This is an optimization exercise on Yosys and OpenROAD, whose aim is small area and few clock cycles, not a production implementation. In this exercise RTL edits were held to simulation tests only and were not proved equivalent to the original. Power figures rest on the tool's default switching activity, not on a simulated workload.

### design/flow/design.v
`timescale 1ns/1ns
module mul_divider
(
    input   wire    rst,
    input   wire    clk,
    output  wire    muldiv_int,
                                        input   wire    muldiv_cn_wctrl,
                                        input   wire    muldiv_ar_wctrl,
    output  wire  [7:0] muldiv_br,      input   wire    muldiv_br_wctrl,
    output  wire  [7:0] muldiv_hr,      input   wire    muldiv_hr_wctrl,
    output  wire  [7:0] muldiv_cr,      input   wire    muldiv_cr_wctrl,
    input   wire  [7:0] dbus_wdata
  );
reg           muldiv_f;
reg           muldiv_md;       
reg   [1:0]   muldiv_sm;       
reg   [7:0]   ar_reg;
reg   [7:0]   br_reg;
reg   [7:0]   hr_reg;
reg   [7:0]   cr_reg;
reg   [2:0]   cnt_reg;
wire          muldiv_run = |cnt_reg;
assign  muldiv_br   =br_reg;
assign  muldiv_hr   =hr_reg;
assign  muldiv_cr   =cr_reg;
assign  muldiv_int  = muldiv_f;
wire  [7:0] a0 = muldiv_ar_wctrl ? dbus_wdata : ar_reg;
wire  [7:0] b0 = muldiv_br_wctrl ? dbus_wdata : br_reg;
wire  [7:0] h0 = muldiv_hr_wctrl ? dbus_wdata : hr_reg;
wire        start = (muldiv_cn_wctrl & dbus_wdata[5])
                  | (muldiv_ar_wctrl & (muldiv_sm==2'h1))
                  | (muldiv_br_wctrl & (muldiv_sm==2'h2))
                  | (muldiv_hr_wctrl & (muldiv_sm==2'h3));
wire        md_eff = muldiv_cn_wctrl ? dbus_wdata[3] : muldiv_md;
wire        last   = ~start & (cnt_reg == 3'h7);
function [9:0] add9;
  input [8:0] a;
  input [8:0] b;
  input       cin;
  reg   [9:0] g, p, gg, pp, ng, np;
  integer i, l, d;
  begin
    g  = {a & b, cin};
    p  = {a ^ b, 1'b0};
    gg = g; pp = p;
    for (l = 0; l < 4; l = l + 1)
    begin
      d  = 1 << l;
      ng = gg; np = pp;
      for (i = 0; i < 10; i = i + 1)
        if ((i / d) % 2 == 1)
        begin
          ng[i] = gg[i] | (pp[i] & gg[(i / d) * d - 1]);
          np[i] = pp[i] & pp[(i / d) * d - 1];
        end
      gg = ng; pp = np;
    end
    add9 = {gg[9], p[9:1] ^ gg[8:0]};
  end
endfunction
wire  [7:0]    m_h = muldiv_run ? hr_reg : 8'h0;
wire  [7:0]    m_c = muldiv_run ? cr_reg : a0;
wire  [9:0]    m_s = m_h + m_c[1:0] * b0;
wire  [15:0]   m_next = {m_s, m_c[7:2]};
reg   [7:0]  r_rem;
reg   [15:0] r_x;
reg   [8:0]  r_t;
reg   [9:0]  r_d;
integer j;
always @*
begin
  r_rem = muldiv_run ? cr_reg : 8'h0;
  r_x   = {h0, b0};
  for (j = 0; j < 2; j = j + 1)
  begin
    r_t   = {r_rem, r_x[15]};
    r_d   = add9(r_t, ~{1'b0, a0}, 1'b1);
    r_d[9] = ~r_d[9];
    r_rem = r_d[9] ? r_t[7:0] : r_d[7:0];
    r_x   = {r_x[14:0], ~r_d[9]};
  end
end
always
@(negedge rst or posedge clk)
begin
  if(~rst)
  begin
    {muldiv_f,muldiv_md,muldiv_sm}<=4'h0;
    ar_reg <=8'h0;
    br_reg <=8'h0;
    hr_reg <=8'h0;
    cr_reg <=8'h0;
    cnt_reg <=3'h0;
  end
  else
  begin
    if(muldiv_cn_wctrl) begin {muldiv_f,muldiv_md,muldiv_sm}<={dbus_wdata[6],dbus_wdata[3],dbus_wdata[1:0]}; cnt_reg<=3'h0; end
    if(muldiv_ar_wctrl) ar_reg<=dbus_wdata;
    if(muldiv_br_wctrl) br_reg<=dbus_wdata;
    if(muldiv_hr_wctrl) hr_reg<=dbus_wdata;
    if(muldiv_cr_wctrl) cr_reg<=dbus_wdata;
    if(start | (muldiv_run & ~muldiv_cn_wctrl))
    begin
      cnt_reg <= start ? (md_eff ? 3'h1 : 3'h5) : cnt_reg + 1'b1;
      muldiv_f <= last;
      if(~md_eff)
        {hr_reg,cr_reg} <= m_next;
      else
      begin
        {hr_reg,br_reg} <= r_x;
        cr_reg <= r_rem;
      end
    end
  end
end
endmodule
### design/flow/flow/run.sh
#!/bin/bash
# Standard layout (the standard.sh), with the port buffers made from the
# smallest buffer cell instead of the default one, and a clock tree built
# from large buffers with large sink clusters.
export BUFFER_PORTS_ARGS="-buffer_cell sky130_fd_sc_hd__buf_1"
export CTS_ARGS="-sink_clustering_enable -repair_clock_nets -sink_clustering_size 40 -sink_clustering_max_diameter 400 -buf_list sky130_fd_sc_hd__clkbuf_16 -root_buf sky130_fd_sc_hd__clkbuf_16"
bash standard.sh > standard.log 2>&1
### design/flow/standard.sh
#!/bin/bash
# synth_recipe.tcl (not shown) runs the flow's synth.tcl, then flattens the netlist and writes it again
# the make line also repeats each setting of config.mk as NAME=value (left out here)
make -C /OpenROAD-flow-scripts/flow DESIGN_CONFIG=/design/flow/config.mk WORK_HOME=/design/flow/orfs CLKGATE_MAP_FILE= SYNTH_SCRIPT=/design/flow/synth_recipe.tcl "${@:-finish}"
### design/flow/config.mk
export PLATFORM = sky130hd
export DESIGN_NAME = mul_divider
export DESIGN_NICKNAME = mul_divider
export VERILOG_FILES = /design/flow/design.v
export SDC_FILE = /design/flow/constraint.sdc
export NUM_CORES = 4
export LEC_CHECK = 0
export ABC_AREA = 1
export CAP_MARGIN = 20
export CORE_MARGIN = 2
export CORE_UTILIZATION = 40
export GPL_TIMING_DRIVEN = 0
export SLEW_MARGIN = 20
### design/flow/constraint.sdc
create_clock -name core_clock -period 5.0 [get_ports {clk}]
set_input_delay 1.0000 -clock core_clock [delete_from_list [all_inputs] [get_ports {clk}]]
set_output_delay 1.0000 -clock core_clock [all_outputs]
set_load 0.01 [all_outputs]
==> results by group, run 1 <==
Run status
  • Status: timing/DRC/antenna clean

Setup path
  • WP data required: 5.17 ns
  • Most common cell on crit path: nand2_1
  • Slowest cell on crit path: ha_1
  • Worst Setup Path Type: input pin to flop
  • Slowest stage delay, CP: 0.34 ns
  • Startpoint Class: input pin
  • Reg2reg start: cnt_reg[0]
  • Worst-case reg-to-reg path depth: 28
  • Critical Path AT: 4.74 ns
  • CP endpoint kind: flop
  • WP buf/inv: 5
  • CP delay by family, top: simple AND/OR/NAND/NOR gates
  • Worst R2R End: cr_reg[3]
  • R2r setup slk: 0.63 ns
  • Critical-path maximum fanout: 10

Power
  • Sw Pwr: 1497 uW
  • Clk pwr share: 12.9%
  • Sequential Power Share: 17.1%
  • Combinational power share: 69.9%
  • Pwr dens: 715.5 nW/um2
  • P_leak: 0.002154 uW
  • Sw Share: 51.92%
  • Design Power: 2883 uW
  • Total internal power: 1386 uW
  • Max VDD drop: 0.2535 mV

Logic synthesis
  • Syn_nets: 564
  • Top cells by area, synth: dfrtp_1, nand2_1, ha_1
  • Post-synthesis async set-or-reset flop share: 100.0%
  • Count leader, synth: nand2_1
  • Post-Synthesis Cells: 511
  • Mapped Area: 3553 um2
  • Avg Inst Size Synth: 6.954 um2
  • Yosys top cell area share: 27.46%
  • Synth warn: 1
  • Seq/Total Area, Yosys: 27.46%
  • Top_reg_cell synth: dfrtp_1
  • Post-synth top cells: nand2_1, inv_1, dfrtp_1, o21ai_0, nor2_1
  • Seq cells post-synth: 39
  • Distinct cells, synth: 34
  • EDFF count, synth: 0
  • Area leader, netlist: dfrtp_1

Drt
  • Vias/cell: 5.227
  • Pre-antenna DRT Iters: 5
  • DRT iter0 DRCs: 273
  • Total number of vias: 3476
  • Post-DRT Antenna Nets: 0
  • Wire length per cell: 15.93 um
  • WL final: 10.59 mm
  • DRC errors left: 0

STA
  • Final slew viol count: 0
  • Hold WS: 0.5100 ns
  • Final period utilization: 91.39%
  • Fmax: 0.2188 GHz
  • Final setup viols: 0
  • Crit path time final: 4.569 ns
  • RSZ-0062 raised after global routing: false
  • Slew HR: 49.66%
  • Slew @ Worst Pin: 0.7472 ns
  • Setup clock skew after layout: 0.005101 ns
  • Final hold violation count: 0

Cells and area
  • # diodes: 0
  • Layout cells sized above 1: 10.41%
  • Final nets: 609
  • Syn-to-layout area delta: 13.42%

Floorplan
  • Core area: 8678 um2
  • I/O pin cnt: 40
  • Initial Util: 40.95%
  • Die width: 98.25 um
  • Row count: 34
  • Die area: 9653 um2
  • Height of the die: 98.25 um

Clocking
  • H-tree depth: 2
  • CTS Buf Count: 5
  • CTS Root Buffer Type: clkbuf_16
  • CTS tree: built
  • Clk sinks: 39
  • Buffer count from post-CTS setup fixing: 0
  • Clock slew at reported path FFs: 0.06 ns
  • Skew-Pair Late Insertion Delay: 0.28 ns
  • CTS max path bufs: 2
  • # hold bufs at CTS: 0

Worst hold path
  • Worst Hold End: cr_reg[3]
  • Hold-critical path depth: 2
  • Hold Path Class: flop to flop
  • Hold Crit Start: cr_reg[3]

Placed design
  • Routability Congestion: 0.8772
  • PortBufs: 37
  • Dpl hpwl: 8.239 mm

Global route
  • Grt ovf: 0
  • First-pass GRT wire length: 17.57 mm
  • Largest net degree at the start of global routing: 23
  • Initial antenna violation count: 0
  • Vias in the first global route: 3440
  • Gr usage total: 22.91%

Job
  • Max-Cap Viols: 0
worst max path at each step:
stage / cells past startpoint / endpoint / from / slack (ns)
3_3_place_gp: 27 / cr_reg[3] / muldiv_ar_wctrl / -0.07
3_5_place_dp: 27 / cr_reg[3] / muldiv_ar_wctrl / -0.18
5_1_grt: 27 / cr_reg[3] / muldiv_ar_wctrl / 0.08
2_1_floorplan: 24 / cr_reg[3] / muldiv_ar_wctrl / 0.81
6_report: 27 / cr_reg[3] / muldiv_ar_wctrl / 0.43
4_1_cts: 27 / cr_reg[3] / muldiv_ar_wctrl / 0.10
area by class of cell:
cell class / count / area (um2)
fillers: 923 / 4648
clock inverters: 3 / 43.79
inverters: 83 / 311.5
well taps: 108 / 135.1
flip-flops and latches: 39 / 975.9
multi-input cells: 378 / 2207
clock buffers: 5 / 125.1
repair buffers: 38 / 168.9
plain buffers: 11 / 62.56
what timing repair did:
item / CTS / global route
endpoints found under the hold margin: 0 / 0
gates resized for setup: 0 / 4
setup endpoints to repair: 0 / 9
through the flow:
step | std cells | TNS [ns] | setup slack (ns) | utilization, % | area (um2)
floorplan | 511 | 0 | 0.8133 | - | 3553
global placement | 656 | -0.2057 | -0.07279 | 44.10 | 3827
detailed placement | 657 | -0.9542 | -0.1772 | 44.43 | 3856
CTS | 665 | 0 | 0.1039 | 46.38 | 4025
global route | 665 | 0 | 0.07507 | 46.44 | 4030
finish | 665 | 0 | 0.4306 | 46.44 | 4030
worst register-to-register path, delay by kind of cell (launching register included):
| family | cells | cell delay, ns |
|---|---|---|
| adder cells (fa/ha/maj) | 3 | 0.79 |
| flip-flops | 1 | 0.38 |
| AND/OR/NAND/NOR | 15 | 1.65 |
| AO/OA/AOI/OAI | 5 | 0.92 |
| buffers and inverters | 5 | 0.51 |
routing by layer:
| metal | track usage (%) | wire length [um] | up-vias |
|---|---|---|---|
| met4 | 4.426 | 131 | 0 |
| met1 | 33.74 | 5095 | 1646 |
| met3 | 3.078 | 569 | 12 |
| met5 | 0 | 0 | - |
| li1 | - | - | 1714 |
| met2 | 36.41 | 4798 | 104 |
power groups by stage:
stage / Combinational, uW / Clock [uW] / Sequential [uW]
2_1_floorplan: 1470 / 0 / 522
4_1_cts: 2000 / 377 / 495
6_report: 2020 / 373 / 494
3_3_place_gp: 1940 / 0 / 498
3_5_place_dp: 1980 / 0 / 500
5_1_grt: 2300 / 389 / 508
cell families (layout without fill, tap and decap cells):
| family | after synthesis | after routing | synth area share, % |
|---|---|---|---|
| and+or+nand+nor | 234 | 234 | 28.42 |
| xor gates and xnor gates | 9 | 9 | 2.218 |
| adders and majority gates | 38 | 38 | 15.70 |
| DFF | 39 | 39 | 27.46 |
| buffers and inverters | 94 | 140 | 10.53 |
| AOI/OAI and AO/OA | 97 | 97 | 15.67 |
cell usage in the layout (no fill, tap or decap), types with 5 or more instances in the layout:
cell       synthesis  layout
dfrtp_1           39      39
xor2_1             5       5
or2_2              5       5
fa_1              11      11
inv_2              5       5
buf_2              5       6
o21ai_0           39      37
a21oi_1           21      21
o21ai_2            4       5
o21ai_1            6       7
a31oi_1           11      11
ha_1              27      27
nand3_1           17      17
nand2_1          155     155
clkbuf_16          0       5
buf_1              0      35
nand2_2           14      14
inv_1             77      77
nor2_1            29      29
Testbench counts, summed over its fixed seeds: cycles 154,097.
==> run 2, diff against run 1 <==
==> design/flow/flow/run.sh (replaced) <==
#!/bin/bash
# Standard layout (the standard.sh), with the port buffers made from the
# smallest buffer cell instead of the default one, and a clock tree without dummy loads.
export BUFFER_PORTS_ARGS="-buffer_cell sky130_fd_sc_hd__buf_1"
export CTS_ARGS="-sink_clustering_enable -repair_clock_nets -dont_use_dummy_load"
bash standard.sh > standard.log 2>&1
--- a/design/flow/config.mk
+++ b/design/flow/config.mk
@@ -8,3 +8,3 @@
 export ABC_AREA = 1
-export CAP_MARGIN = 20
+export CAP_MARGIN = 0
 export CORE_MARGIN = 2
@@ -12,2 +12,2 @@
 export GPL_TIMING_DRIVEN = 0
-export SLEW_MARGIN = 20
+export SLEW_MARGIN = 0
==> results by group, run 2 <==
Global route
  • Met3 usage: 3.293%
  • Grt ovf: 0
  • Met1 Use GR: 33.63%
  • Vias in the first global route: 3412
  • Gr usage total: 22.86%
  • Grt peak-use layer: met2
  • First-pass GRT wire length: 17.48 mm
  • M2 GR Usage: 35.67%
  • Largest net degree at the start of global routing: 35
  • Initial antenna violation count: 0

Setup path
  • Critical Path AT: 4.79 ns
  • Worst Setup Path Type: input pin to flop
  • Startpoint Class: input pin
  • CP endpoint kind: flop
  • Critical-path maximum fanout: 10
  • WP data required: 5.19 ns

STA
  • Fin Setup TNS: 0 ns
  • Crit path time final: 4.601 ns
  • Final hold violation count: 0
  • Hold WS: 0.5113 ns
  • Slew @ Worst Pin: 0.8153 ns
  • Fmax: 0.2173 GHz
  • Final slew viol count: 0
  • Final setup viols: 0
  • Setup clock skew after layout: 0.02075 ns
  • Slew HR: 45.07%
  • Final period utilization: 92.03%
  • RSZ-0062 raised after global routing: false

Floorplan
  • Core area: 8678 um2
  • Height of the die: 98.25 um
  • I/O pin cnt: 40
  • Initial Util: 40.95%
  • Row count: 34
  • Die width: 98.25 um
  • Die area: 9653 um2

Logic synthesis
  • Synth warn: 1
  • Syn_nets: 564
  • Post-Synthesis Cells: 511
  • Post-synthesis async set-or-reset flop share: 100.0%
  • Count leader, synth: nand2_1
  • EDFF count, synth: 0
  • Top cells by area, synth: dfrtp_1, nand2_1, ha_1
  • Yosys top cell area share: 27.46%
  • Seq cells post-synth: 39
  • Area leader, netlist: dfrtp_1
  • Avg Inst Size Synth: 6.954 um2
  • Seq/Total Area, Yosys: 27.46%
  • Top_reg_cell synth: dfrtp_1
  • Post-synth top cells: nand2_1, inv_1, dfrtp_1, o21ai_0, nor2_1
  • Mapped Area: 3553 um2
  • Distinct cells, synth: 34

Cells and area
  • Commonest cells after routing, fill and taps aside: nand2_1, inv_1, dfrtp_1
  • Layout cells sized above 1: 9.928%
  • Filler Cells Inserted: 905
  • Final nets: 609
  • Reg area: 975.9 um2
  • Post-route cell area: 3923 um2
  • Util after Layout: 45.20%
  • Area occupied by multi-input gates: 2207 um2
  • # diodes: 0
  • Most common cell after layout, fill and taps aside: nand2_1
  • Syn-to-layout area delta: 10.39%

Clocking
  • CTS tree: built
  • CTS max path bufs: 2
  • H-tree depth: 2
  • Clock slew at reported path FFs: 0.07 ns
  • Clk sinks: 39
  • # hold bufs at CTS: 0
  • Skew-Pair Late Insertion Delay: 0.31 ns
  • CTS Buf Count: 5
  • CTS Root Buffer Type: clkbuf_8

Drt
  • Vias/cell: 5.254
  • Post-DRT Antenna Nets: 0
  • Wire length per cell: 16.10 um
  • Pre-antenna DRT Iters: 5
  • DRC errors left: 0
  • WL final: 10.66 mm
  • Total number of vias: 3478
  • DRT iter0 DRCs: 307

Worst hold path
  • Hold Path Class: flop to flop

Placed design
  • Routability Congestion: 0.8772
  • PortBufs: 37
  • Post-place instance area: 3849 um2
  • Dpl hpwl: 8.241 mm

Power
  • Max VDD drop: 0.2330 mV
  • P_leak: 0.002103 uW
  • Design Power: 2723 uW
  • Pwr dens: 694.2 nW/um2

Run status
  • Status: timing/DRC/antenna clean

Job
  • Max-Cap Viols: 0
## run 2: cell counts after synthesis
Identical to the previous run, type by type.
## run 2: timing repair
item	in CTS	in global routing
gates resized for setup	0	4
buffers inserted	0	0
setup endpoints to repair	0	8
## run 2: final cells by class
type                            count  share of cell area (%)
Buffer                             11                   1.595
Multi-Input combinational cell    378                   56.27
Timing Repair Buffer               38                   4.115
Clock buffer                        5                   1.754
Sequential cell                    39                   24.88
Tap cell                          108                   3.445
Inverter                           83                   7.943
## run 2: worst max-delay path, cell delays in order
cell	delay, ns
clkbuf_2	0.15
inv_2	0.09
or2_2	0.29
o21ai_2	0.12
ha_1	0.33
a21o_1	0.20
nand2_1	0.06
nand2_1	0.07
a21oi_2	0.17
nand2_2	0.09
nand2_4	0.09
nand2_4	0.08
buf_6	0.17
o21ai_1	0.24
inv_1	0.08
ha_1	0.34
a21o_1	0.18
a31oi_1	0.17
nand2_1	0.11
nand2_1	0.13
inv_1	0.09
nor2_4	0.19
nand2_1	0.08
nand3_1	0.07
nand2_1	0.06
nand2_1	0.10
nand2_1	0.06
## run 2: final timing paths
kind / start / slack, ns / cells after the start / endpoint
setup / recovery: muldiv_ar_wctrl / 0.40 / 27 / cr_reg[3]
hold reg to reg: cr_reg[3] / 0.51 / 2 / cr_reg[3]
setup reg to reg: cnt_reg[0] / 0.58 / 28 / cr_reg[3]
max in group asynchronous: rst / 4.02 / 2 / ar_reg[7]
min in group asynchronous: rst / 0.53 / 1 / ar_reg[1]
hold / removal: cr_reg[3] / 0.51 / 2 / cr_reg[3]
## run 2: per-stage QoR
stage	setup slack (ns)	cells
after floorplan	0.8133	511
after CTS	0.1475	662
after global placement	-0.07279	656
after global routing	0.08643	662
after detailed placement	-0.1392	657
final	0.3986	662
## run 2: kinds of logic (layout without fill, tap and decap cells)
logic type	count (synthesis)	after routing	synth area share (%)
xor+xnor	9	9	2.218
fa+ha+maj	38	38	15.70
buf+inv	94	137	10.53
compound gates	97	97	15.67
flops	39	39	27.46
simple gates	234	234	28.42
## run 2: power by group
group / internal, uW / switching, uW / total (uW)
Sequential: 416 / 77.7 / 494
Clock: 90.3 / 117 / 207
Combinational: 732 / 1290 / 2020
Total: 1240 / 1480 / 2720
## run 2: routing by layer
metal | wire length, um | up-vias
li1 | - | 1711
met1 | 5157 | 1646
met2 | 4764 | 107
met3 | 596 | 14
met4 | 140 | 0
met5 | 0 | -
==> run 3, diff against run 2 <==
--- a/design/flow/config.mk
+++ b/design/flow/config.mk
@@ -8,3 +8,3 @@
 export ABC_AREA = 1
-export CAP_MARGIN = 0
+export CAP_MARGIN = 20
 export CORE_MARGIN = 2
@@ -12,2 +12,3 @@
 export GPL_TIMING_DRIVEN = 0
-export SLEW_MARGIN = 0
+export PLACE_DENSITY = 0.45
+export SLEW_MARGIN = 20
==> results by group, run 3 <==
Clocking
  • CTS max path bufs: 2
  • CTS tree: built
  • CTS Buf Count: 5
  • Buffer count from post-CTS setup fixing: 0
  • CTS Root Buffer Type: clkbuf_8
  • Clk sinks: 39
  • Clock slew at reported path FFs: 0.07 ns
  • # hold bufs at CTS: 0
  • H-tree depth: 2
  • Skew-Pair Late Insertion Delay: 0.31 ns

Setup path
  • Worst-case reg-to-reg path depth: 26
  • Reg2reg start: cnt_reg[0]
  • Crit path to: cr_reg[4]
  • CP delay by family, top: simple AND/OR/NAND/NOR gates
  • Worst R2R End: cr_reg[4]
  • CP endpoint kind: flop
  • R2r setup slk: 0.66 ns
  • Startpoint Class: input pin
  • Worst Setup Path Type: input pin to flop
  • Worst Setup SP: muldiv_ar_wctrl
  • Slowest stage delay, CP: 0.34 ns
  • Levels on crit path: 25
  • Most common cell on crit path: nand2_1
  • WP data required: 5.18 ns
  • Slowest cell on crit path: ha_1
  • WP buf/inv: 4
  • Critical-path maximum fanout: 10
  • Critical Path AT: 4.71 ns

STA
  • Hold WS: 0.5151 ns
  • Final hold violation count: 0
  • Slew HR: 49.66%
  • RSZ-0062 raised after global routing: false
  • Final period utilization: 90.63%
  • Crit path time final: 4.532 ns
  • Final setup viols: 0
  • Slew @ Worst Pin: 0.7473 ns
  • Fmax: 0.2207 GHz
  • Final slew viol count: 0
  • Setup clock skew after layout: 0.02056 ns

Logic synthesis
  • Synth warn: 1
  • Post-Synthesis Cells: 511
  • Post-synth top cells: nand2_1, inv_1, dfrtp_1, o21ai_0, nor2_1
  • Post-synthesis async set-or-reset flop share: 100.0%
  • Mapped Area: 3553 um2
  • Seq cells post-synth: 39
  • Top cells by area, synth: dfrtp_1, nand2_1, ha_1
  • Distinct cells, synth: 34
  • Yosys top cell area share: 27.46%
  • Area leader, netlist: dfrtp_1
  • Seq/Total Area, Yosys: 27.46%
  • Count leader, synth: nand2_1
  • EDFF count, synth: 0
  • Top_reg_cell synth: dfrtp_1
  • Avg Inst Size Synth: 6.954 um2
  • Syn_nets: 564

Floorplan
  • Row count: 34
  • I/O pin cnt: 40
  • Core area: 8678 um2
  • Die area: 9653 um2
  • Height of the die: 98.25 um
  • Initial Util: 40.95%
  • Die width: 98.25 um

Drt
  • Total number of vias: 3415
  • Post-DRT Antenna Nets: 0
  • Wire length per cell: 17.16 um
  • DRT iter0 DRCs: 162
  • WL final: 11.36 mm
  • DRC errors left: 0
  • Vias/cell: 5.159
  • Pre-antenna DRT Iters: 5

Cells and area
  • Layout cells sized above 1: 9.747%
  • Reg area: 975.9 um2
  • Filler Cells Inserted: 935
  • # diodes: 0
  • Syn-to-layout area delta: 10.28%
  • Area occupied by multi-input gates: 2203 um2
  • Commonest cells after routing, fill and taps aside: nand2_1, inv_1, dfrtp_1
  • Most common cell after layout, fill and taps aside: nand2_1
  • Final nets: 609

Run status
  • Status: timing/DRC/antenna clean

Power
  • P_leak: 0.002102 uW
  • Pwr dens: 695.0 nW/um2
  • Design Power: 2724 uW
  • Max VDD drop: 0.3304 mV

Global route
  • Vias in the first global route: 3294
  • Initial antenna violation count: 0
  • Gr usage total: 24.48%
  • Largest net degree at the start of global routing: 25
  • Grt ovf: 0
  • First-pass GRT wire length: 18.24 mm

Placed design
  • Routability Congestion: 0.8492
  • PortBufs: 37
  • Dpl hpwl: 8.938 mm

Worst hold path
  • Hold Path Class: flop to flop
  • Hold-critical path depth: 2
  • Hold Crit Start: cr_reg[5]

Job
  • Max-Cap Viols: 0
run 3: cell counts after synthesis:
Identical to the previous run, type by type.
run 3: how the worst min path moves through the flow:
stage                            to
after global routing      cr_reg[5]
after CTS                 cr_reg[5]
after global placement    cr_reg[5]
after detailed placement  cr_reg[5]
after floorplan           ar_reg[5]
final                     cr_reg[5]
run 3: what timing repair did:
| action | CTS | global route |
|---|---|---|
| resized for setup | 0 | 3 |
| endpoints found under the setup margin | 0 | 8 |
| endpoints found under the hold margin | 0 | 0 |
run 3: power by group:
| part | switching [uW] | total (uW) | leakage, uW | internal [uW] |
|---|---|---|---|---|
| Combinational | 1290 | 2020 | 0.00160 | 730 |
| Sequential | 77.2 | 493 | 0.000463 | 416 |
| Clock | 120 | 210 | 0.0000359 | 90.4 |
run 3: cells by family (layout without fill, tap and decap cells):
logic type      count (synthesis)  after routing  share of synthesized area (%)
fa+ha+maj                      38             38                          15.70
simple gates                  234            234                          28.42
flops                          39             39                          27.46
buf+inv                        94            137                          10.53
xor+xnor                        9              9                          2.218
compound gates                 97             97                          15.67
run 3: cell type report:
cell class | count | area share, %
multi-input cells | 378 | 56.23
flip-flops and latches | 39 | 24.90
repair buffers | 38 | 4.119
inverters | 83 | 7.950
well taps | 108 | 3.448
clock buffers | 5 | 1.756
plain buffers | 11 | 1.596
run 3: stage by stage:
| step | cells | setup TNS (ns) | cell area [um2] | worst slack (ns) | utilization [%] |
|---|---|---|---|---|---|
| final | 662 | 0 | 3919 | 0.4684 | 45.16 |
| after CTS | 662 | 0 | 3918 | 0.1694 | 45.14 |
| after floorplan | 511 | 0 | 3553 | 0.8133 | - |
| after global placement | 656 | -0.3111 | 3827 | -0.06445 | 44.10 |
| after global routing | 662 | 0 | 3919 | 0.08816 | 45.16 |
| after detailed placement | 657 | -0.7381 | 3849 | -0.1264 | 44.35 |
run 3: routing by layer:
layer	GRT usage, %	up-vias	wire length (um)
met4	4.320	0	75
met2	37.20	78	4960
met5	0	-	0
li1	-	1702	-
met1	37.67	1630	5798
met3	3.221	5	523
run 3: worst register-to-register path, delay by kind of cell (launching register included):
| kind | cells | cell delay, ns |
|---|---|---|
| buffers and inverters | 4 | 0.40 |
| AND/OR/NAND/NOR | 14 | 1.78 |
| adder cells (fa/ha/maj) | 3 | 0.79 |
| AO/OA/AOI/OAI | 5 | 0.86 |
| flip-flops | 1 | 0.39 |
==> run 4, diff against run 3 <==
--- a/design/flow/config.mk
+++ b/design/flow/config.mk
@@ -12,3 +12,2 @@
 export GPL_TIMING_DRIVEN = 0
-export PLACE_DENSITY = 0.45
 export SLEW_MARGIN = 20
==> results by group, run 4 <==
Floorplan
  • Height of the die: 98.25 um
  • Die width: 98.25 um
  • Core area: 8678 um2
  • Die area: 9653 um2
  • I/O pin cnt: 40
  • Initial Util: 40.95%
  • Row count: 34

Clocking
  • CTS max path bufs: 2
  • CTS tree: built
  • CTS Buf Count: 5
  • CTS Root Buffer Type: clkbuf_8
  • Clk sinks: 39
  • Clock slew at reported path FFs: 0.07 ns
  • Skew-Pair Late Insertion Delay: 0.31 ns
  • H-tree depth: 2

Setup path
  • Worst Setup Path Type: input pin to flop
  • Startpoint Class: input pin
  • WP data required: 5.18 ns
  • WP buf/inv: 5
  • Slowest cell on crit path: ha_1
  • CP endpoint kind: flop
  • Critical Path AT: 4.77 ns
  • CP delay by family, top: simple AND/OR/NAND/NOR gates
  • Critical-path maximum fanout: 10
  • Most common cell on crit path: nand2_1
  • Slowest stage delay, CP: 0.34 ns

Cells and area
  • Commonest cells after routing, fill and taps aside: nand2_1, inv_1, dfrtp_1
  • Most common cell after layout, fill and taps aside: nand2_1
  • # diodes: 0
  • Syn-to-layout area delta: 10.60%
  • Reg area: 975.9 um2
  • Area occupied by multi-input gates: 2207 um2
  • Final nets: 609
  • Non-Filler Instances: 662
  • Filler Cells Inserted: 933
  • Util after Layout: 45.29%
  • Post-route cell area: 3930 um2
  • Layout cells sized above 1: 9.928%

Logic synthesis
  • Seq cells post-synth: 39
  • Syn_nets: 564
  • Top_reg_cell synth: dfrtp_1
  • Post-synth top cells: nand2_1, inv_1, dfrtp_1, o21ai_0, nor2_1
  • EDFF count, synth: 0
  • Count leader, synth: nand2_1
  • Distinct cells, synth: 34
  • Mapped Area: 3553 um2
  • Seq/Total Area, Yosys: 27.46%
  • Synth warn: 1
  • Top cells by area, synth: dfrtp_1, nand2_1, ha_1
  • Avg Inst Size Synth: 6.954 um2
  • Post-Synthesis Cells: 511
  • Post-synthesis async set-or-reset flop share: 100.0%
  • Yosys top cell area share: 27.46%
  • Area leader, netlist: dfrtp_1

Worst hold path
  • Hold Path Class: flop to flop

Global route
  • First-pass GRT wire length: 17.48 mm
  • Gr usage total: 22.83%
  • Grt ovf: 0
  • Vias in the first global route: 3407
  • Largest net degree at the start of global routing: 23
  • Initial antenna violation count: 0

STA
  • Slew HR: 50.93%
  • Hold WS: 0.5131 ns
  • Final setup viols: 0
  • RSZ-0062 raised after global routing: false
  • Slew @ Worst Pin: 0.7284 ns
  • Final hold violation count: 0
  • Final period utilization: 91.71%
  • Setup clock skew after layout: 0.02178 ns
  • Crit path time final: 4.586 ns
  • Fin worst setup slack: 0.4143 ns
  • Final slew viol count: 0
  • Fmax: 0.2181 GHz

Placed design
  • Routability Congestion: 0.8772
  • Post-place instance area: 3856 um2
  • PortBufs: 37
  • Dpl hpwl: 8.239 mm
  • Pre-CTS WS: -0.1772 ns
  • Placed cells: 657

Drt
  • Total number of vias: 3446
  • WL final: 10.56 mm
  • Wire length per cell: 15.95 um
  • Pre-antenna DRT Iters: 5
  • Post-DRT Antenna Nets: 0
  • DRC errors left: 0
  • DRT iter0 DRCs: 227
  • Vias/cell: 5.205

Power
  • Max VDD drop: 0.2420 mV
  • Pwr dens: 689.3 nW/um2
  • P_leak: 0.002107 uW

Job
  • Max-Cap Viols: 0

Run status
  • Status: timing/DRC/antenna clean
[run 4: changes by cell type in the layout (fill, tap and decap cells not counted)]
cell / change
buf_12: -1
buf_16: +1
o21ai_1: -1
o21ai_2: +1
[run 4: cell type report]
type	instances	area share, %
buffer	11	1.592
inverter	83	7.927
clock buffer	5	1.751
tap	108	3.438
timing repair buffer	38	4.298
sequential	39	24.83
multi-input combinational	378	56.16
[run 4: logic make-up (layout without fill, tap and decap cells)]
kind of cell             after synthesis  count (layout)  share of synthesized area (%)
flip-flops                            39              39                          27.46
buffers and inverters                 94             137                          10.53
XOR/XNOR                               9               9                          2.218
adder cells (fa/ha/maj)               38              38                          15.70
AND/OR/NAND/NOR                      234             234                          28.42
AO/OA/AOI/OAI                         97              97                          15.67
[run 4: worst reg2reg max path, delay by kind of cell (launching register included)]
family / cells / cell delay [ns]
AOI/OAI and AO/OA: 5 / 0.95
buffers and inverters: 5 / 0.51
and+or+nand+nor: 15 / 1.64
DFF: 1 / 0.39
adders and majority gates: 3 / 0.78
[run 4: where the power goes]
group | internal [uW] | switching [uW]
clock | 90.3 | 115
sequential | 416 | 77.6
combinational | 732 | 1280
total | 1240 | 1470
[run 4: worst paths after layout]
kind | start | cells after the start | endpoint | slack [ns]
min | cr_reg[3] | 2 | cr_reg[3] | 0.51
max | muldiv_ar_wctrl | 27 | cr_reg[3] | 0.41
min reg2reg | cr_reg[3] | 2 | cr_reg[3] | 0.51
max reg2reg | cnt_reg[0] | 28 | cr_reg[3] | 0.60
min in group asynchronous | rst | 1 | muldiv_sm[0] | 0.68
max in group asynchronous | rst | 2 | ar_reg[7] | 3.79
[run 4: repair_timing]
| action | in CTS | in global routing |
|---|---|---|
| setup endpoints to repair | 0 | 9 |
| buffers inserted | 0 | 0 |
| hold buffers | 0 | 0 |
| resized for setup | 0 | 4 |
[run 4: through the flow]
stage / total power, uW / setup TNS, ns
floorplan: 1993 / 0
global placement: 2439 / -0.2057
detailed placement: 2479 / -0.9542
CTS: 2695 / 0
global route: 3019 / 0
finish: 2709 / 0
[run 4: per-layer routing]
| metal | up-vias | share of wire (%) | track usage [%] |
|---|---|---|---|
| met5 | - | 0 | 0 |
| met4 | 0 | 1.2 | 4.742 |
| met3 | 11 | 6.3 | 2.935 |
| met2 | 113 | 45 | 35.83 |
| met1 | 1614 | 47 | 33.96 |
| li1 | 1708 | - | - |
==> run 5, diff against run 4 <==
--- a/design/flow/config.mk
+++ b/design/flow/config.mk
@@ -10,4 +10,5 @@
 export CORE_MARGIN = 2
-export CORE_UTILIZATION = 40
+export CORE_UTILIZATION = 60
 export GPL_TIMING_DRIVEN = 0
+export PLACE_DENSITY = 0.75
 export SLEW_MARGIN = 20
==> results by group, run 5 <==
Run status
  • Status: timing/DRC/antenna clean

Logic synthesis
  • Distinct cells, synth: 34
  • Avg Inst Size Synth: 6.954 um2
  • Area leader, netlist: dfrtp_1
  • Seq/Total Area, Yosys: 27.46%
  • Top_reg_cell synth: dfrtp_1
  • Mapped Area: 3553 um2
  • Post-synthesis async set-or-reset flop share: 100.0%
  • Top cells by area, synth: dfrtp_1, nand2_1, ha_1
  • Post-synth top cells: nand2_1, inv_1, dfrtp_1, o21ai_0, nor2_1
  • EDFF count, synth: 0
  • Syn_nets: 564
  • Yosys top cell area share: 27.46%
  • Seq cells post-synth: 39
  • Count leader, synth: nand2_1
  • Post-Synthesis Cells: 511
  • Synth warn: 1

Floorplan
  • Initial Util: 61.10%
  • Height of the die: 80.96 um
  • Row count: 28
  • Die width: 80.96 um
  • Die area: 6554 um2
  • Core area: 5816 um2
  • I/O pin cnt: 40

Global route
  • Initial antenna violation count: 1
  • Vias in the first global route: 3240
  • Grt ovf: 0
  • First-pass GRT wire length: 16.01 mm
  • Gr usage total: 32.69%
  • Largest net degree at the start of global routing: 32

Setup path
  • Reg2reg start: cnt_reg[0]
  • Slowest cell on crit path: ha_1
  • Critical Path AT: 4.70 ns
  • Critical-path maximum fanout: 10
  • R2r setup slk: 0.70 ns
  • Slowest stage delay, CP: 0.34 ns
  • Worst R2R End: cr_reg[4]
  • CP delay by family, top: simple AND/OR/NAND/NOR gates
  • Worst Setup Path Type: input pin to flop
  • Startpoint Class: input pin
  • Worst-case reg-to-reg path depth: 26
  • Most common cell on crit path: nand2_1
  • CP endpoint kind: flop
  • WP buf/inv: 4
  • WP data required: 5.17 ns

STA
  • Fmax: 0.2207 GHz
  • Final slew viol count: 0
  • Final period utilization: 90.62%
  • Hold WS: 0.5103 ns
  • Fin Setup TNS: 0 ns
  • Slew @ Worst Pin: 0.7439 ns
  • Final setup viols: 0
  • Fin worst setup slack: 0.4688 ns
  • Final hold violation count: 0
  • RSZ-0062 raised after global routing: false
  • Slew HR: 49.88%
  • Setup clock skew after layout: 0.02775 ns
  • Crit path time final: 4.531 ns

Drt
  • Vias/cell: 5.647
  • Pre-antenna DRT Iters: 5
  • WL final: 10.08 mm
  • Wire length per cell: 16.02 um
  • Post-DRT Antenna Nets: 0
  • Total number of vias: 3552
  • DRT iter0 DRCs: 347
  • DRC errors left: 0

Clocking
  • Clk sinks: 39
  • Clock slew at reported path FFs: 0.06 ns
  • CTS Buf Count: 5
  • CTS tree: built
  • # hold bufs at CTS: 0
  • CTS max path bufs: 2
  • Post_cts resized: 0
  • Skew-Pair Late Insertion Delay: 0.31 ns
  • Buffer count from post-CTS setup fixing: 0
  • H-tree depth: 2
  • CTS Root Buffer Type: clkbuf_8

Cells and area
  • Util after Layout: 66.67%
  • Commonest cells after routing, fill and taps aside: nand2_1, inv_1, dfrtp_1
  • Most common cell after layout, fill and taps aside: nand2_1
  • Layout cells sized above 1: 9.747%
  • Filler Cells Inserted: 556
  • Final nets: 609
  • # diodes: 0
  • Syn-to-layout area delta: 9.120%

Job
  • Max-Cap Viols: 0

Power
  • P_leak: 0.002102 uW
  • Design Power: 2713 uW
  • Pwr dens: 699.6 nW/um2
  • Max VDD drop: 0.3759 mV

Worst hold path
  • Hold-critical path depth: 2
  • Hold Crit Start: cr_reg[5]
  • Hold Path Class: flop to flop
  • Worst Hold End: cr_reg[5]

Placed design
  • Pre-CTS WS: -0.04436 ns
  • PortBufs: 37
  • Routability Congestion: 0.9732
  • Dpl hpwl: 7.786 mm
run 5: how the worst max path moves through the flow:
stage | cells past startpoint | slack, ns | from | to
after floorplan | 24 | 0.81 | muldiv_ar_wctrl | cr_reg[3]
after global placement | 27 | 0.06 | muldiv_ar_wctrl | cr_reg[5]
after detailed placement | 25 | -0.04 | muldiv_ar_wctrl | cr_reg[3]
after CTS | 27 | 0.23 | muldiv_ar_wctrl | cr_reg[5]
after global routing | 25 | 0.12 | muldiv_ar_wctrl | cr_reg[4]
final | 25 | 0.47 | muldiv_ar_wctrl | cr_reg[4]
run 5: through the flow:
step,instances,area (um2)
global placement,623,3786
detailed placement,624,3807
floorplan,511,3553
CTS,629,3876
finish,629,3877
global route,629,3877
run 5: area by class of cell:
cell class / instances / area (um2) / area share [%]
Multi-Input combinational cell: 378 / 2203 / 56.82
Sequential cell: 39 / 975.9 / 25.17
Inverter: 83 / 311.5 / 8.035
Timing Repair Buffer: 38 / 161.4 / 4.163
Tap cell: 75 / 93.84 / 2.420
Clock buffer: 5 / 68.82 / 1.775
Buffer: 11 / 62.56 / 1.613
run 5: layer usage:
layer	track usage, %	vias to the layer above	share of wire (%)	wire [um]
met3	4.556	35	9.3	940
met5	0	-	0	0
met1	47.86	1629	44	4447
met4	11.53	0	3.2	323
li1	-	1712	-	-
met2	49.34	176	43	4366
run 5: report_power, final:
part           switching [uW]  internal, uW  total [uW]
sequential               73.0           416         489
combinational            1280           734        2010
clock                     120          90.4         210
run 5: cells by family (layout without fill, tap and decap cells):
| family | Yosys count | after routing | share of synthesized area [%] |
|---|---|---|---|
| AOI/OAI and AO/OA | 97 | 97 | 15.67 |
| xor gates and xnor gates | 9 | 9 | 2.218 |
| adders and majority gates | 38 | 38 | 15.70 |
| buffers and inverters | 94 | 137 | 10.53 |
| DFF | 39 | 39 | 27.46 |
| and+or+nand+nor | 234 | 234 | 28.42 |
run 5: tightest hold or removal path, delay by kind of cell, from the launching register on:
family	cells	cell delay, ns
DFF	1	0.37
and+or+nand+nor	2	0.12
==> run 6, diff against run 5 <==
--- a/design/flow/flow/run.sh
+++ b/design/flow/flow/run.sh
@@ -4,3 +4,3 @@
 export BUFFER_PORTS_ARGS="-buffer_cell sky130_fd_sc_hd__buf_1"
-export CTS_ARGS="-sink_clustering_enable -repair_clock_nets -dont_use_dummy_load"
+export CTS_ARGS="-sink_clustering_enable -repair_clock_nets -dont_use_dummy_load -sink_clustering_size 25 -sink_clustering_max_diameter 200"
 bash standard.sh > standard.log 2>&1
--- a/design/flow/config.mk
+++ b/design/flow/config.mk
@@ -10,5 +10,4 @@
 export CORE_MARGIN = 2
-export CORE_UTILIZATION = 60
+export CORE_UTILIZATION = 40
 export GPL_TIMING_DRIVEN = 0
-export PLACE_DENSITY = 0.75
 export SLEW_MARGIN = 20
==> results by group, run 6 <==
Logic synthesis
  • Mapped Area: 3553 um2
  • Top_reg_cell synth: dfrtp_1
  • Syn_nets: 564
  • Post-Synthesis Cells: 511
  • Yosys top cell area share: 27.46%
  • Count leader, synth: nand2_1
  • Avg Inst Size Synth: 6.954 um2
  • Seq/Total Area, Yosys: 27.46%
  • Post-synthesis async set-or-reset flop share: 100.0%
  • EDFF count, synth: 0
  • Area leader, netlist: dfrtp_1
  • Seq cells post-synth: 39
  • Synth warn: 1
  • Distinct cells, synth: 34
  • Top cells by area, synth: dfrtp_1, nand2_1, ha_1
  • Post-synth top cells: nand2_1, inv_1, dfrtp_1, o21ai_0, nor2_1

Cells and area
  • Most common cell after layout, fill and taps aside: nand2_1
  • Commonest cells after routing, fill and taps aside: nand2_1, inv_1, dfrtp_1
  • Post-route cell area: 3930 um2
  • Syn-to-layout area delta: 10.60%
  • Filler Cells Inserted: 933
  • Layout cells sized above 1: 9.928%
  • Final nets: 609
  • # diodes: 0

Setup path
  • WP buf/inv: 5
  • Crit path to: cr_reg[3]
  • Levels on crit path: 27
  • Slowest cell on crit path: ha_1
  • Reg2reg start: cnt_reg[0]
  • CP endpoint kind: flop
  • Startpoint Class: input pin
  • Critical Path AT: 4.77 ns
  • Worst-case reg-to-reg path depth: 28
  • Worst Setup Path Type: input pin to flop
  • Critical-path maximum fanout: 10
  • Worst Setup SP: muldiv_ar_wctrl
  • WP data required: 5.18 ns
  • R2r setup slk: 0.60 ns
  • Worst R2R End: cr_reg[3]
  • CP delay by family, top: simple AND/OR/NAND/NOR gates
  • Most common cell on crit path: nand2_1
  • Slowest stage delay, CP: 0.34 ns

Placed design
  • Post-place instance area: 3856 um2
  • Dpl hpwl: 8.239 mm
  • Routability Congestion: 0.8772
  • PortBufs: 37

Drt
  • Post-DRT Antenna Nets: 0
  • DRT iter0 DRCs: 227
  • Pre-antenna DRT Iters: 5
  • Vias/cell: 5.205
  • WL final: 10.56 mm
  • M1 wire length: 4.984 mm
  • DRC errors left: 0
  • Met2 routed WL: 4.780 mm
  • Total number of vias: 3446
  • Uppermost layer routed: met4
  • Metal3 WL: 670 um
  • Wire length per cell: 15.95 um

STA
  • RSZ-0062 raised after global routing: false
  • Final setup viols: 0
  • Fmax: 0.2181 GHz
  • Final period utilization: 91.71%
  • Setup clock skew after layout: 0.02178 ns
  • Slew HR: 50.93%
  • Crit path time final: 4.586 ns
  • Final hold violation count: 0
  • Fin Setup TNS: 0 ns
  • Final slew viol count: 0
  • Slew @ Worst Pin: 0.7284 ns

Global route
  • Initial antenna violation count: 0
  • Grt ovf: 0
  • Largest net degree at the start of global routing: 23
  • First-pass GRT wire length: 17.48 mm
  • Gr usage total: 22.83%
  • Vias in the first global route: 3407

Power
  • Sequential Power Share: 18.2%
  • Total internal power: 1238 uW
  • Pwr dens: 689.3 nW/um2
  • Clk pwr share: 7.6%
  • Sw Share: 54.29%
  • Max VDD drop: 0.2420 mV
  • Sw Pwr: 1471 uW
  • Combinational power share: 74.2%
  • P_leak: 0.002107 uW

Floorplan
  • Row count: 34
  • Die area: 9653 um2
  • Core area: 8678 um2
  • Height of the die: 98.25 um
  • Die width: 98.25 um
  • I/O pin cnt: 40
  • Initial Util: 40.95%

Run status
  • Status: timing/DRC/antenna clean

Worst hold path
  • Hold Path Class: flop to flop

Clocking
  • Post_cts resized: 0
  • CTS max path bufs: 2
  • H-tree depth: 2
  • Skew-Pair Late Insertion Delay: 0.31 ns
  • Buffer count from post-CTS setup fixing: 0
  • CTS Root Buffer Type: clkbuf_8
  • CTS tree: built
  • CTS Buf Count: 5
  • Clock slew at reported path FFs: 0.07 ns
  • Clk sinks: 39
  • # hold bufs at CTS: 0

Job
  • Max-Cap Viols: 0
==> run 6: cell type report <==
type	instances	area (um2)	area share, %
inverters	83	311.5	7.927
repair buffers	38	168.9	4.298
flip-flops and latches	39	975.9	24.83
clock buffers	5	68.82	1.751
plain buffers	11	62.56	1.592
multi-input cells	378	2207	56.16
well taps	108	135.1	3.438
==> run 6: worst min-delay path by stage <==
| stage | start | endpoint | slack, ns | cells after the start |
|---|---|---|---|---|
| floorplan | ar_reg[5] | ar_reg[5] | 0.49 | 2 |
| global placement | cr_reg[5] | cr_reg[5] | 0.49 | 2 |
| detailed placement | cr_reg[5] | cr_reg[5] | 0.50 | 2 |
| CTS | cr_reg[5] | cr_reg[5] | 0.52 | 2 |
| global route | cr_reg[5] | cr_reg[5] | 0.54 | 2 |
| finish | cr_reg[3] | cr_reg[3] | 0.51 | 2 |
==> run 6: logic make-up after synthesis <==
group	share of synthesized area, %
AO/OA/AOI/OAI	15.67
XOR/XNOR	2.218
adder cells (fa/ha/maj)	15.70
buffers and inverters	10.53
flip-flops	27.46
AND/OR/NAND/NOR	28.42
==> run 6: power groups by stage <==
stage / logic (uW) / clock network, uW / registers, uW
after CTS: 2000 / 206 / 494
final: 2010 / 205 / 494
after detailed placement: 1980 / 0 / 500
after global placement: 1940 / 0 / 498
after floorplan: 1470 / 0 / 522
after global routing: 2290 / 218 / 508
==> run 6: metal layers <==
metal / GRT usage (%) / up-vias
met5: 0 / -
met4: 4.742 / 0
met3: 2.935 / 11
met2: 35.83 / 113
met1: 33.96 / 1614
li1: - / 1708
==> run 6: per-stage QoR <==
step	setup WS, ns	instances	hold slack [ns]	utilization (%)	total power [uW]
after global routing	0.09364	662	0.5433	45.29	3019
final	0.4143	662	0.5131	45.29	2709
after floorplan	0.8133	511	0.4853	-	1993
after detailed placement	-0.1772	657	0.4990	44.43	2479
after global placement	-0.07279	656	0.4945	44.10	2439
after CTS	0.1099	662	0.5158	45.23	2695
==> run 6: tightest hold or removal path, delay by kind of cell, from the launching register on <==
family / cells / cell delay [ns]
flip-flops: 1 / 0.37
AND/OR/NAND/NOR: 2 / 0.11
==> run 7, diff against run 6 <==
==> design/flow/flow/run.sh (replaced) <==
#!/bin/bash
# Standard layout (the standard.sh), with the port buffers made from the
# smallest buffer cell instead of the default one, and a clock tree without dummy loads.
export BUFFER_PORTS_ARGS="-buffer_cell sky130_fd_sc_hd__buf_1"
export CTS_ARGS="-repair_clock_nets -dont_use_dummy_load -buf_list {sky130_fd_sc_hd__clkbuf_4 sky130_fd_sc_hd__clkbuf_8}"
bash standard.sh > standard.log 2>&1
==> results by group, run 7 <==
Logic synthesis
  • Post-Synthesis Cells: 511
  • EDFF count, synth: 0
  • Synth warn: 1
  • Post-synthesis async set-or-reset flop share: 100.0%
  • Top_reg_cell synth: dfrtp_1
  • Avg Inst Size Synth: 6.954 um2
  • Post-synth top cells: nand2_1, inv_1, dfrtp_1, o21ai_0, nor2_1
  • Yosys top cell area share: 27.46%
  • Distinct cells, synth: 34
  • Top cells by area, synth: dfrtp_1, nand2_1, ha_1
  • Area leader, netlist: dfrtp_1
  • Seq/Total Area, Yosys: 27.46%
  • Seq cells post-synth: 39
  • Count leader, synth: nand2_1
  • Syn_nets: 564
  • Mapped Area: 3553 um2

Global route
  • Grt ovf: 0
  • Largest net degree at the start of global routing: 23
  • First-pass GRT wire length: 17.48 mm
  • Gr usage total: 22.83%
  • Vias in the first global route: 3407
  • Initial antenna violation count: 0

Clocking
  • Clk sinks: 39
  • Buffer count from post-CTS setup fixing: 0
  • Post_cts resized: 0
  • CTS Root Buffer Type: clkbuf_8
  • CTS Buf Count: 5
  • Skew-Pair Late Insertion Delay: 0.31 ns
  • CTS tree: built
  • Clock slew at reported path FFs: 0.07 ns
  • # hold bufs at CTS: 0
  • CTS max path bufs: 2
  • H-tree depth: 2

Power
  • Clk pwr share: 7.6%
  • Design Power: 2709 uW
  • P_leak: 0.002107 uW
  • Pwr dens: 689.3 nW/um2
  • Total internal power: 1238 uW
  • Max VDD drop: 0.2420 mV
  • Sw Share: 54.29%
  • Sw Pwr: 1471 uW
  • Combinational power share: 74.2%
  • Sequential Power Share: 18.2%

Job
  • Max-Cap Viols: 0

Worst hold path
  • Hold Path Class: flop to flop

Cells and area
  • Most common cell after layout, fill and taps aside: nand2_1
  • Final nets: 609
  • Layout cells sized above 1: 9.928%
  • Syn-to-layout area delta: 10.60%
  • Util after Layout: 45.29%
  • Commonest cells after routing, fill and taps aside: nand2_1, inv_1, dfrtp_1
  • Filler Cells Inserted: 933
  • Reg area: 975.9 um2
  • # diodes: 0
  • Area occupied by multi-input gates: 2207 um2

Setup path
  • Worst Setup Path Type: input pin to flop
  • WP data required: 5.18 ns
  • Startpoint Class: input pin
  • Critical Path AT: 4.77 ns
  • Critical-path maximum fanout: 10
  • CP endpoint kind: flop

STA
  • RSZ-0062 raised after global routing: false
  • Fin worst setup slack: 0.4143 ns
  • Final setup viols: 0
  • Final slew viol count: 0
  • Hold WS: 0.5131 ns
  • Final hold violation count: 0
  • Fmax: 0.2181 GHz
  • Setup clock skew after layout: 0.02178 ns
  • Slew @ Worst Pin: 0.7284 ns
  • Slew HR: 50.93%
  • Final period utilization: 91.71%
  • Crit path time final: 4.586 ns

Drt
  • DRT iter0 DRCs: 227
  • Total number of vias: 3446
  • Vias/cell: 5.205
  • Pre-antenna DRT Iters: 5
  • Wire length per cell: 15.95 um
  • WL final: 10.56 mm
  • Post-DRT Antenna Nets: 0
  • DRC errors left: 0

Placed design
  • Dpl hpwl: 8.239 mm
  • Routability Congestion: 0.8772
  • PortBufs: 37
  • Pre-CTS WS: -0.1772 ns

Floorplan
  • I/O pin cnt: 40
  • Height of the die: 98.25 um
  • Die area: 9653 um2
  • Initial Util: 40.95%
  • Die width: 98.25 um
  • Row count: 34
  • Core area: 8678 um2

Run status
  • Status: timing/DRC/antenna clean
==> run 7: cell counts after synthesis <==
No cell type changed its count.
==> run 7: final timing paths <==
path	cells past startpoint	from	slack [ns]	endpoint
max	27	muldiv_ar_wctrl	0.41	cr_reg[3]
min	2	cr_reg[3]	0.51	cr_reg[3]
max reg2reg	28	cnt_reg[0]	0.60	cr_reg[3]
min reg2reg	2	cr_reg[3]	0.51	cr_reg[3]
max in group asynchronous	2	rst	3.79	ar_reg[7]
min in group asynchronous	1	rst	0.68	muldiv_sm[0]
==> run 7: per-layer routing <==
metal  global-route usage [%]  wire, um  vias up
met4                    4.742       124        0
li1                         -         -     1708
met5                        0         0        -
met3                    2.935       670       11
met2                    35.83      4780      113
met1                    33.96      4984     1614
==> run 7: metrics by stage <==
stage	instance area, um2	std cells	setup TNS [ns]
4_1_cts	3925	662	0
5_1_grt	3930	662	0
2_1_floorplan	3553	511	0
6_report	3930	662	0
3_3_place_gp	3827	656	-0.2057
3_5_place_dp	3856	657	-0.9542
==> run 7: area by class of cell <==
class                      count  share of cell area, %
buffer                        11                  1.592
timing repair buffer          38                  4.298
tap                          108                  3.438
clock buffer                   5                  1.751
multi-input combinational    378                  56.16
sequential                    39                  24.83
inverter                      83                  7.927
==> run 7: kinds of logic (layout without fill, tap and decap cells) <==
family,after synthesis,after routing,share of synthesized area [%]
simple gates,234,234,28.42
flops,39,39,27.46
compound gates,97,97,15.67
buf+inv,94,137,10.53
xor+xnor,9,9,2.218
fa+ha+maj,38,38,15.70
==> run 7: power groups by stage <==
| stage | Combinational (uW) | Clock, uW | Sequential (uW) |
|---|---|---|---|
| finish | 2010 | 205 | 494 |
| global route | 2290 | 218 | 508 |
| CTS | 2000 | 206 | 494 |
| detailed placement | 1980 | 0 | 500 |
| global placement | 1940 | 0 | 498 |
| floorplan | 1470 | 0 | 522 |
==> run 7: critical path, cell delays in order <==
cell and delay (ns):
clkbuf_2 0.15, inv_2 0.09, or2_2 0.29, o21ai_2 0.13, ha_1 0.33, a21o_1 0.19, nand2_1 0.06, nand2_1 0.07
a21oi_2 0.17, nand2_2 0.09, nand2_4 0.09, nand2_4 0.08, buf_6 0.17, o21ai_1 0.24, inv_1 0.08, ha_1 0.34
a21o_1 0.18, a31oi_1 0.17, nand2_1 0.10, nand2_1 0.12, inv_1 0.10, nor2_4 0.18, nand2_1 0.07, nand3_1 0.06
nand2_1 0.05, nand2_1 0.09, nand2_1 0.06
==> run 8, diff against run 7 <==
--- a/design/flow/design.v
+++ b/design/flow/design.v
@@ -62,3 +62,8 @@
 wire  [7:0]    m_c = muldiv_run ? cr_reg : a0;
-wire  [9:0]    m_s = m_h + m_c[1:0] * b0;
+wire  [8:0]    m_p0 = {1'b0, b0 & {8{m_c[0]}}};
+wire  [8:0]    m_p1 = {b0 & {8{m_c[1]}}, 1'b0};
+wire  [8:0]    m_p2 = {1'b0, m_h};
+wire  [8:0]    m_sv = m_p0 ^ m_p1 ^ m_p2;
+wire  [8:0]    m_cv = {(m_p0[7:0] & m_p1[7:0]) | (m_p0[7:0] & m_p2[7:0]) | (m_p1[7:0] & m_p2[7:0]), 1'b0};
+wire  [9:0]    m_s = add9(m_sv, m_cv, 1'b0);
 wire  [15:0]   m_next = {m_s, m_c[7:2]};
==> design/flow/flow/run.sh (replaced) <==
#!/bin/bash
# Standard layout (the standard.sh), with the port buffers made from the
# smallest buffer cell instead of the default one, and a clock tree without dummy loads.
export BUFFER_PORTS_ARGS="-buffer_cell sky130_fd_sc_hd__buf_1"
export CTS_ARGS="-sink_clustering_enable -repair_clock_nets -dont_use_dummy_load"
bash standard.sh > standard.log 2>&1
==> results by group, run 8 <==
Run status
  • Status: timing/DRC/antenna clean

Logic synthesis
  • Syn_nets: 547
  • EDFF count, synth: 0
  • Post-synth top cells: nand2_1, inv_1, o21ai_0, nor2_1, dfrtp_1
  • Post-Synthesis Cells: 493
  • Top_reg_cell synth: dfrtp_1
  • Top cells by area, synth: dfrtp_1, nand2_1, ha_1
  • Seq/Total Area, Yosys: 27.82%
  • Mapped Area: 3508 um2
  • Avg Inst Size Synth: 7.116 um2
  • Seq cells post-synth: 39
  • Distinct cells, synth: 32
  • Area leader, netlist: dfrtp_1
  • Synth warn: 1
  • Count leader, synth: nand2_1
  • Yosys top cell area share: 27.82%
  • Post-synthesis async set-or-reset flop share: 100.0%

Placed design
  • Pre-CTS WS: -0.2837 ns
  • Dpl hpwl: 8.034 mm
  • Routability Congestion: 0.8877
  • PortBufs: 36

STA
  • Slew @ Worst Pin: 0.5537 ns
  • Crit path time final: 4.592 ns
  • Setup clock skew after layout: 0.03280 ns
  • Slew HR: 62.70%
  • Final slew viol count: 0
  • Fmax: 0.2178 GHz
  • Final hold violation count: 0
  • Final period utilization: 91.84%
  • Hold WS: 0.5157 ns
  • Fin worst setup slack: 0.4080 ns
  • Fin Setup TNS: 0 ns
  • Final setup viols: 0

Clocking
  • Clock slew at reported path FFs: 0.06 ns
  • CTS tree: built
  • CTS max path bufs: 2
  • # hold bufs at CTS: 0
  • CTS Root Buffer Type: clkbuf_8
  • CTS Buf Count: 5
  • Skew-Pair Late Insertion Delay: 0.31 ns
  • Clk sinks: 39
  • H-tree depth: 2

Drt
  • DRT iter0 DRCs: 176
  • Pre-antenna DRT Iters: 4
  • WL final: 10.01 mm
  • DRC errors left: 0
  • Wire length per cell: 15.57 um
  • Vias/cell: 5.187
  • Total number of vias: 3335
  • Post-DRT Antenna Nets: 0

Global route
  • Largest net degree at the start of global routing: 29
  • First-pass GRT wire length: 16.55 mm
  • Grt ovf: 0
  • Vias in the first global route: 3370
  • Initial antenna violation count: 0
  • Gr usage total: 21.77%

Power
  • Sequential Power Share: 18.3%
  • Max VDD drop: 0.2905 mV
  • P_leak: 0.002075 uW
  • Design Power: 2742 uW
  • Sw Pwr: 1467 uW
  • Total internal power: 1275 uW
  • Pwr dens: 703.4 nW/um2
  • Combinational power share: 74.5%
  • Clk pwr share: 7.2%
  • Sw Share: 53.50%

Setup path
  • Startpoint Class: input pin
  • Critical Path AT: 4.76 ns
  • Slowest cell on crit path: ha_1
  • Reg2reg start: cnt_reg[0]
  • Slowest stage delay, CP: 0.33 ns
  • CP endpoint kind: flop
  • WP data required: 5.17 ns
  • Most common cell on crit path: nand2_1
  • Worst Setup SP: muldiv_ar_wctrl
  • Critical-path maximum fanout: 10
  • Worst Setup Path Type: input pin to flop

Floorplan
  • Core area: 8593 um2
  • I/O pin cnt: 40
  • Row count: 34
  • Die width: 97.66 um
  • Height of the die: 97.66 um
  • Die area: 9537 um2
  • Initial Util: 40.83%

Cells and area
  • Most common cell after layout, fill and taps aside: nand2_1
  • Final nets: 591
  • # diodes: 0
  • Commonest cells after routing, fill and taps aside: nand2_1, inv_1, o21ai_0
  • Layout cells sized above 1: 9.720%
  • Syn-to-layout area delta: 11.13%

Job
  • Max-Cap Viols: 0

Worst hold path
  • Hold Path Class: flop to flop
  • Hold Crit Start: cr_reg[5]
## run 8: repair_timing
item,CTS,global route
gates resized for setup,3,17
cloned,0,0
endpoints found under the setup margin,3,11
buffers inserted,0,0
## run 8: layout make-up
cell class | instances | area, um2
Buffer | 15 | 91.34
Fill cell | 945 | 4695
Tap cell | 108 | 135.1
Sequential cell | 39 | 975.9
Multi-Input combinational cell | 357 | 2161
Timing Repair Buffer | 37 | 156.4
Clock buffer | 5 | 68.82
Inverter | 82 | 310.3
## run 8: path summary, 6_finish.rpt
check | end | slack, ns | cells after the start
min | cr_reg[5] | 0.52 | 2
max | cr_reg[5] | 0.41 | 27
max reg2reg | hr_reg[6] | 0.53 | 24
min reg2reg | cr_reg[5] | 0.52 | 2
max in group asynchronous | cr_reg[4] | 3.95 | 2
min in group asynchronous | muldiv_f | 0.56 | 1
## run 8: power groups by stage
| stage | Sequential, uW | Combinational, uW | Clock (uW) |
|---|---|---|---|
| after floorplan | 524 | 1490 | 0 |
| after global placement | 505 | 1960 | 0 |
| after detailed placement | 505 | 2010 | 0 |
| after CTS | 500 | 2030 | 199 |
| after global routing | 513 | 2350 | 209 |
| final | 501 | 2040 | 199 |
## run 8: through the flow
| step | instances | cell area, um2 | utilization [%] |
|---|---|---|---|
| 3_5_place_dp | 638 | 3800 | 44.22 |
| 3_3_place_gp | 637 | 3779 | 43.97 |
| 5_1_grt | 643 | 3899 | 45.37 |
| 6_report | 643 | 3899 | 45.37 |
| 4_1_cts | 643 | 3872 | 45.06 |
| 2_1_floorplan | 493 | 3508 | - |
## run 8: cell families after synthesis
family | synth area share, %
mux | 1.427
buf+inv | 11.27
flops | 27.82
xor+xnor | 2.247
fa+ha+maj | 16.69
compound gates | 15.26
simple gates | 25.29
## run 8: worst max-delay path: cells and delay by family
| family | cells | cell delay (ns) |
|---|---|---|
| AND/OR/NAND/NOR | 15 | 1.30 |
| buffers and inverters | 3 | 0.47 |
| adder cells (fa/ha/maj) | 2 | 0.66 |
| AO/OA/AOI/OAI | 7 | 1.32 |
## run 8: routing by layer
| layer | vias to the layer above | track usage, % | wire length, um | share of wire (%) |
|---|---|---|---|---|
| met1 | 1580 | 26.54 | 4256 | 43 |
| met5 | - | 0 | 0 | 0 |
| met2 | 84 | 38.46 | 4965 | 50 |
| met4 | 0 | 9.936 | 292 | 2.9 |
| met3 | 21 | 2.374 | 499 | 5.0 |
| li1 | 1650 | - | - | - |
Testbench counts of run 8, summed over its fixed seeds: cycles 154,097.
==> run 9, diff against run 8 <==
--- a/design/flow/config.mk
+++ b/design/flow/config.mk
@@ -10,4 +10,5 @@
 export CORE_MARGIN = 2
-export CORE_UTILIZATION = 40
+export CORE_UTILIZATION = 60
 export GPL_TIMING_DRIVEN = 0
+export PLACE_DENSITY = 0.75
 export SLEW_MARGIN = 20
==> results by group, run 9 <==
Run status
  • Status: timing/DRC/antenna clean

Global route
  • Gr usage total: 31.95%
  • First-pass GRT wire length: 15.43 mm
  • Largest net degree at the start of global routing: 27
  • Vias in the first global route: 3126
  • Grt ovf: 0
  • Initial antenna violation count: 0

Cells and area
  • Layout cells sized above 1: 9.346%
  • Util after Layout: 68.91%
  • Commonest cells after routing, fill and taps aside: nand2_1, inv_1, o21ai_0
  • Filler Cells Inserted: 507
  • Area occupied by multi-input gates: 2152 um2
  • # diodes: 0
  • Non-Filler Instances: 607
  • Reg area: 975.9 um2
  • Syn-to-layout area delta: 9.486%
  • Most common cell after layout, fill and taps aside: nand2_1
  • Final nets: 591

Drt
  • Metal3 WL: 726 um
  • DRT iter0 DRCs: 247
  • Pre-antenna DRT Iters: 5
  • Uppermost layer routed: met4
  • Vias/cell: 5.514
  • DRC errors left: 0
  • WL final: 9.540 mm
  • Met2 routed WL: 4.426 mm
  • Total number of vias: 3347
  • Post-DRT Antenna Nets: 0
  • Wire length per cell: 15.72 um
  • M1 wire length: 4.237 mm

Clocking
  • Buffer count from post-CTS setup fixing: 0
  • Clk sinks: 39
  • Skew-Pair Late Insertion Delay: 0.29 ns
  • CTS max path bufs: 2
  • Clock slew at reported path FFs: 0.07 ns
  • # hold bufs at CTS: 0
  • CTS Root Buffer Type: clkbuf_8
  • H-tree depth: 2
  • CTS tree: built
  • CTS Buf Count: 5

STA
  • Slew @ Worst Pin: 0.7100 ns
  • RSZ-0062 raised after global routing: false
  • Setup clock skew after layout: 0.01096 ns
  • Slew HR: 52.67%
  • Final period utilization: 91.65%
  • Fmax: 0.2182 GHz
  • Final hold violation count: 0
  • Fin worst setup slack: 0.4174 ns
  • Final setup viols: 0
  • Final slew viol count: 0
  • Crit path time final: 4.583 ns
  • Fin Setup TNS: 0 ns

Logic synthesis
  • Count leader, synth: nand2_1
  • Mapped Area: 3508 um2
  • Post-synth top cells: nand2_1, inv_1, o21ai_0, nor2_1, dfrtp_1
  • EDFF count, synth: 0
  • Post-synthesis async set-or-reset flop share: 100.0%
  • Synth warn: 1
  • Post-Synthesis Cells: 493
  • Seq/Total Area, Yosys: 27.82%
  • Top cells by area, synth: dfrtp_1, nand2_1, ha_1
  • Seq cells post-synth: 39
  • Syn_nets: 547
  • Yosys top cell area share: 27.82%
  • Area leader, netlist: dfrtp_1
  • Distinct cells, synth: 32
  • Top_reg_cell synth: dfrtp_1
  • Avg Inst Size Synth: 7.116 um2

Floorplan
  • Height of the die: 80.47 um
  • Die width: 80.47 um
  • Initial Util: 62.94%
  • Row count: 27
  • Die area: 6475 um2
  • Core area: 5574 um2
  • I/O pin cnt: 40

Setup path
  • Most common cell on crit path: nand2_1
  • Slowest stage delay, CP: 0.32 ns
  • Reg2reg start: cnt_reg[0]
  • Slowest cell on crit path: ha_1
  • Crit path to: cr_reg[5]
  • Worst Setup Path Type: input pin to flop
  • Worst R2R End: hr_reg[6]
  • Startpoint Class: input pin
  • WP data required: 5.17 ns
  • Worst Setup SP: muldiv_ar_wctrl
  • CP endpoint kind: flop
  • R2r setup slk: 0.45 ns
  • Critical-path maximum fanout: 10
  • Worst-case reg-to-reg path depth: 24
  • Critical Path AT: 4.76 ns

Placed design
  • Dpl hpwl: 7.531 mm
  • PortBufs: 36
  • Pre-CTS WS: -0.1986 ns
  • Routability Congestion: 0.9811
  • Placed cells: 602

Job
  • Max-Cap Viols: 0

Worst hold path
  • Hold Path Class: flop to flop

Power
  • Pwr dens: 711.5 nW/um2
  • Max VDD drop: 0.4621 mV
  • P_leak: 0.002071 uW
  • Design Power: 2733 uW
==> run 9: cell counts after synthesis <==
Identical to the previous run, type by type.
==> run 9: layout make-up <==
| class | instances | share of cell area (%) |
|---|---|---|
| repair buffers | 37 | 4.072 |
| flip-flops and latches | 39 | 25.41 |
| plain buffers | 15 | 2.280 |
| well taps | 72 | 2.345 |
| inverters | 82 | 8.078 |
| multi-input cells | 357 | 56.03 |
| clock buffers | 5 | 1.792 |
==> run 9: per-layer routing <==
metal  vias to the layer above  global-route usage (%)
li1                       1641                       -
met1                      1545                   44.61
met2                       143                   50.92
met3                        18                   5.843
met4                         0                   8.814
met5                         -                       0
==> run 9: how the worst min path moves through the flow <==
stage | from | end | cells past startpoint
finish | cr_reg[5] | cr_reg[5] | 2
global route | ar_reg[5] | ar_reg[5] | 2
CTS | cr_reg[5] | cr_reg[5] | 2
detailed placement | cr_reg[5] | cr_reg[5] | 2
global placement | cr_reg[3] | cr_reg[3] | 2
floorplan | ar_reg[5] | ar_reg[5] | 2
==> run 9: cell families after synthesis <==
| family | count (synthesis) | share of synthesized area, % |
|---|---|---|
| xor+xnor | 9 | 2.247 |
| compound gates | 94 | 15.26 |
| simple gates | 210 | 25.29 |
| flops | 39 | 27.82 |
| fa+ha+maj | 39 | 16.69 |
| buf+inv | 97 | 11.27 |
| mux | 5 | 1.427 |
==> run 9: what timing repair did <==
action,4_1_cts,5_1_grt
gates resized for setup,1,12
pin swaps,0,0
endpoints found under the setup margin,1,11
==> run 9: stage by stage <==
stage / hold WS, ns / instance area (um2)
finish: 0.5116 / 3841
global route: 0.5378 / 3841
CTS: 0.5163 / 3826
detailed placement: 0.4969 / 3755
global placement: 0.4918 / 3734
floorplan: 0.4852 / 3508
==> run 9: power breakdown <==
| part | internal, uW | switching [uW] |
|---|---|---|
| sequential | 418 | 73.6 |
| clock | 90.2 | 111 |
| combinational | 766 | 1270 |
==> run 9: worst max-delay path, delay by kind of cell <==
| kind | cells | cell delay, ns |
|---|---|---|
| AO/OA/AOI/OAI | 7 | 1.33 |
| adder cells (fa/ha/maj) | 2 | 0.64 |
| buffers and inverters | 3 | 0.50 |
| AND/OR/NAND/NOR | 15 | 1.27 |

-- port drivers added, routing unchanged --
In the flow no input, the clock included, has a driving cell. The finished layouts below were timed again as built, in two steps.
Step 1: set_driving_cell puts a clkbuf_16 on clk and a buf_2 on each other input, an assumption about the parent block.
Step 2 also shifts input and output timing later by t, the mid clock arrival at the registers, as if the neighbouring blocks saw the same clock.
Slacks: ideal / step 1 / step 2; pairs: ideal / step 1.
run | shift t [ns] | slack for setup (ns)
run 1 | 0.317 | 0.431 / 0.441 / 0.124
run 2 | 0.326 | 0.399 / 0.402 / 0.076
run 3 | 0.331 | 0.468 / 0.474 / 0.144
run 4 | 0.325 | 0.414 / 0.419 / 0.094
run 5 | 0.321 | 0.469 / 0.475 / 0.154
run 6 | 0.325 | 0.414 / 0.419 / 0.094
run 7 | 0.325 | 0.414 / 0.419 / 0.094
run 8 | 0.321 | 0.408 / 0.406 / 0.085
run 9 | 0.315 | 0.417 / 0.413 / 0.098
After both steps setup and hold are still met in every run listed.
